Context: an optimization exercise on an open-source flow, tuned for small area, a short achievable clock period and few clock cycles. The choices shown serve that exercise and are no tape-out recipe.
Only simulation tests tie the RTL to the original design; equivalence was not proved.
No activity file was given, so power comes from the tool's default toggle rates.

## cnn
module cnn(
  input             clk,
  input             rst,
  input             en,
  input      [7:0]  ps_rd,
  input      [7:0]  in_rd,
  input      [7:0]  w_rd,
  input      [7:0]  b_rd,
  input      [7:0]  out_rd,
  output reg        done,
  output     [15:0] ps_ra,
  output     [15:0] in_ad,
  output reg        in_we,
  output     [7:0]  in_wd,
  output     [15:0] w_ra,
  output     [15:0] b_ra,
  output     [15:0] out_ad,
  output reg        out_we,
  output     [7:0]  out_wd
);
reg s_idle, s_load, s_init, s_calc, s_conv, s_cdrn, s_pool, s_pdrn;
reg [7:0] pR, pC, pM, pN, pK, pS, pIR, pIC, pnIR, pnIC, pnP;
reg [3:0] pa;
assign ps_ra = {12'd0, pa};
reg [15:0] dN;     
reg [15:0] dT;     
reg [15:0] SmS;    
reg [15:0] dCh;    
reg [15:0] NKK;    
reg        nkdone;
reg [1:0]  q;                  
reg        ph1, ph2, ph3;      
reg        se_conv, adv, adv_blk, adv_row, adv_quad, adv_last;   
reg [7:0]  j, i, n, tc, tr;    
reg [5:0]  mq;                 
reg [15:0] la, vb, tb;         
wire [7:0] j1 = j + 8'd1, i1 = i + 8'd1, n1 = n + 8'd1, tc1 = tc + 8'd1, tr1 = tr + 8'd1;
wire [6:0] mq1 = {1'b0, mq} + 7'd1;
wire il  = (i1 == pK);
wire nl  = (n1 == pN);
reg jl, il_r, nl_r, tcl, trl, tap_first, blk_last, quad_last, conv_last;
always @(posedge clk) begin
  ...
For scale: about 140 I/O pins, roughly 0.051 mm2 of cells after synthesis.
Settings: LEC_CHECK=0, CAP_MARGIN=20, CORE_MARGIN=2, CORE_UTILIZATION=65, CTS_BUF_LIST=sky130_fd_sc_hd__clkbuf_16, CTS_CLUSTER_SIZE=30, PLACE_DENSITY=0.75, SLEW_MARGIN=20; clock period 11.0 ns.
standard.sh (not shown) runs the stock make flow with config.mk's settings and CLKGATE_MAP_FILE= SYNTH_SCRIPT=/design/flow/synth_recipe.tcl, a recipe that flattens the netlist after the stock synthesis.
==> flow/flow/run.sh <==
#!/bin/bash
set -euo pipefail
export BUFFER_PORTS_ARGS="-buffer_cell sky130_fd_sc_hd__buf_2"
export SETUP_SLACK_MARGIN=8
bash standard.sh > standard.log 2>&1
Testbench counts at the start, summed over its fixed seeds: cycles 2,423,744.
Edit:
--- a/flow/flow/run.sh
+++ b/flow/flow/run.sh
@@ -4 +4 @@
-export SETUP_SLACK_MARGIN=8
+export SETUP_SLACK_MARGIN=7.3
- CTS_CLUSTER_DIAMETER: not set -> 200
- CTS_CLUSTER_SIZE: 30 -> 25
Result: Sequential power is higher slightly. Final cell count fell by a few percent. Final area falls by roughly a tenth. First-iteration DRC count is lower slightly. Sequential share of layout area is higher by 3.2 points. Via count fell by a few percent. Clock skew grows by 0.017 ns. Worst setup slack gets worse by 0.12 ns.
Edit:
==> flow/run.sh (new file) <==
#!/bin/bash
# synth_recipe.tcl (not shown) runs the flow's synth.tcl, then flattens the netlist and writes it again
# the make line also repeats each setting of config.mk as NAME=value (left out here)
make -C /OpenROAD-flow-scripts/flow DESIGN_CONFIG=/design/flow/config.mk WORK_HOME=/design/flow/orfs CLKGATE_MAP_FILE= SYNTH_SCRIPT=/design/flow/synth_recipe.tcl finish
- SETUP_SLACK_MARGIN: not set -> 5
removed: flow/flow/run.sh
removed: flow/standard.sh
After rerunning: The changed run finished with timing, DRC and antenna clean; wire length stays flat; maximum frequency came out lower by 18%; worst hold slack improves by 0.016 ns; area after synthesis does not change.
Edit:
==> flow/flow/run.sh (new file) <==
#!/bin/bash
set -euo pipefail
export BUFFER_PORTS_ARGS="-buffer_cell sky130_fd_sc_hd__buf_2"
export SETUP_SLACK_MARGIN=7.5
bash standard.sh > standard.log 2>&1
==> flow/standard.sh (new file) <==
#!/bin/bash
# synth_recipe.tcl (not shown) runs the flow's synth.tcl, then flattens the netlist and writes it again
# the make line also repeats each setting of config.mk as NAME=value (left out here)
make -C /OpenROAD-flow-scripts/flow DESIGN_CONFIG=/design/flow/config.mk WORK_HOME=/design/flow/orfs CLKGATE_MAP_FILE= SYNTH_SCRIPT=/design/flow/synth_recipe.tcl "${@:-finish}"
- SETUP_SLACK_MARGIN: 5 -> not set
removed: flow/run.sh
Effect: Clock skew went up by 0.015 ns. Utilization goes up by 0.54 points. Sequential share of layout area is lower by 0.14 points. Via count increases by 0.99%. Area after synthesis is unchanged. Sequential cell count is unchanged. Hold slack gets worse by 0.0060 ns. Die area is unchanged.
Edit:
--- a/flow/flow/run.sh
+++ b/flow/flow/run.sh
@@ -4 +4 @@
-export SETUP_SLACK_MARGIN=7.5
+export SETUP_SLACK_MARGIN=7
- CTS_BUF_LIST: sky130_fd_sc_hd__clkbuf_16 -> sky130_fd_sc_hd__clkbuf_8
- CTS_CLUSTER_DIAMETER: 200 -> not set
- CTS_CLUSTER_SIZE: 25 -> not set
=> The changed run ran to the end with no violations; first-iteration DRC count goes down slightly; die area does not change; hold slack got worse by 0.0059 ns; utilization rises by 1.4 points; total power went up by roughly a tenth; worst setup slack loses 0.45 ns; synthesized area is unchanged; count of clock-buffer cells in the layout rose by 138; final cell count increases by a few percent.

* * *

== v5 ==
Another version of the RTL of cnn (not shown whole).
For scale: roughly 140 I/O pins.
Settings: LEC_CHECK=0, CAP_MARGIN=20, CORE_MARGIN=2, CORE_UTILIZATION=40, PLACE_DENSITY=0.6, SETUP_SLACK_MARGIN=5, SLEW_MARGIN=20; clock period 11.0 ns.
run.sh (not shown) runs the stock make flow with config.mk's settings and CLKGATE_MAP_FILE= SYNTH_SCRIPT=/design/flow/synth_recipe.tcl, a recipe that flattens the netlist after the stock synthesis.
Stock flow here: none of the scripts above is used.
v5 closes out successfully: all stages finished, all timing, DRC and antenna checks passed.
Testbench counts of v5, summed over its fixed seeds: cycles 2,423,728.
For v22, these inputs were changed with respect to v5:
Settings: a deleted SETUP_SLACK_MARGIN that had been 5.
==> comparison <==
Compared with v5, in v22 setup slack moved down, final standard cell utilization of the core level, wire length level.

## afterwards: timing with drivers on the ports
In the flow no input, the clock included, has a driving cell. The finished layouts below were timed again as built, in two steps. Step 1 (the two cells are an assumption about what drives the block):
set clk [get_ports {clk}]
set_driving_cell -lib_cell sky130_fd_sc_hd__clkbuf_16 $clk
set_driving_cell -lib_cell sky130_fd_sc_hd__buf_2 [delete_from_list [all_inputs] $clk]
Step 2 also shifts input and output timing later by t, the mid clock arrival at the registers, as if the neighbouring blocks saw the same clock. Three values: ideal, step 1, step 2; two values: the first two.
run	shift t [ns]	setup WS [ns]	hold slack, ns	latest minus earliest clock arrival (ns)	cell pins on the clock port's net
the first run of note 1	0.718	7.456 / 7.456 / 7.456	0.323 / 0.323 / 0.323	0.026 / 0.026	1
the second run of note 1	0.686	7.335 / 7.266 / 7.438	0.305 / 0.305 / 0.305	0.042 / 0.043	1
the third run of note 1	0.692	6.551 / 6.551 / 6.551	0.321 / 0.321 / 0.321	0.029 / 0.030	1
the fourth run of note 1	0.691	7.530 / 7.458 / 7.545	0.315 / 0.315 / 0.315	0.040 / 0.040	1
the fifth run of note 1	0.839	7.082 / 7.029 / 7.082	0.309 / 0.309 / 0.309	0.044 / 0.045	1
v5	0.764	5.419 / 5.419 / 5.419	0.321 / 0.321 / 0.321	0.047 / 0.047	1
v22	0.764	5.124 / 5.124 / 5.124	0.322 / 0.322 / 0.322	0.047 / 0.047	1
After both steps setup and hold are still met in every run listed.
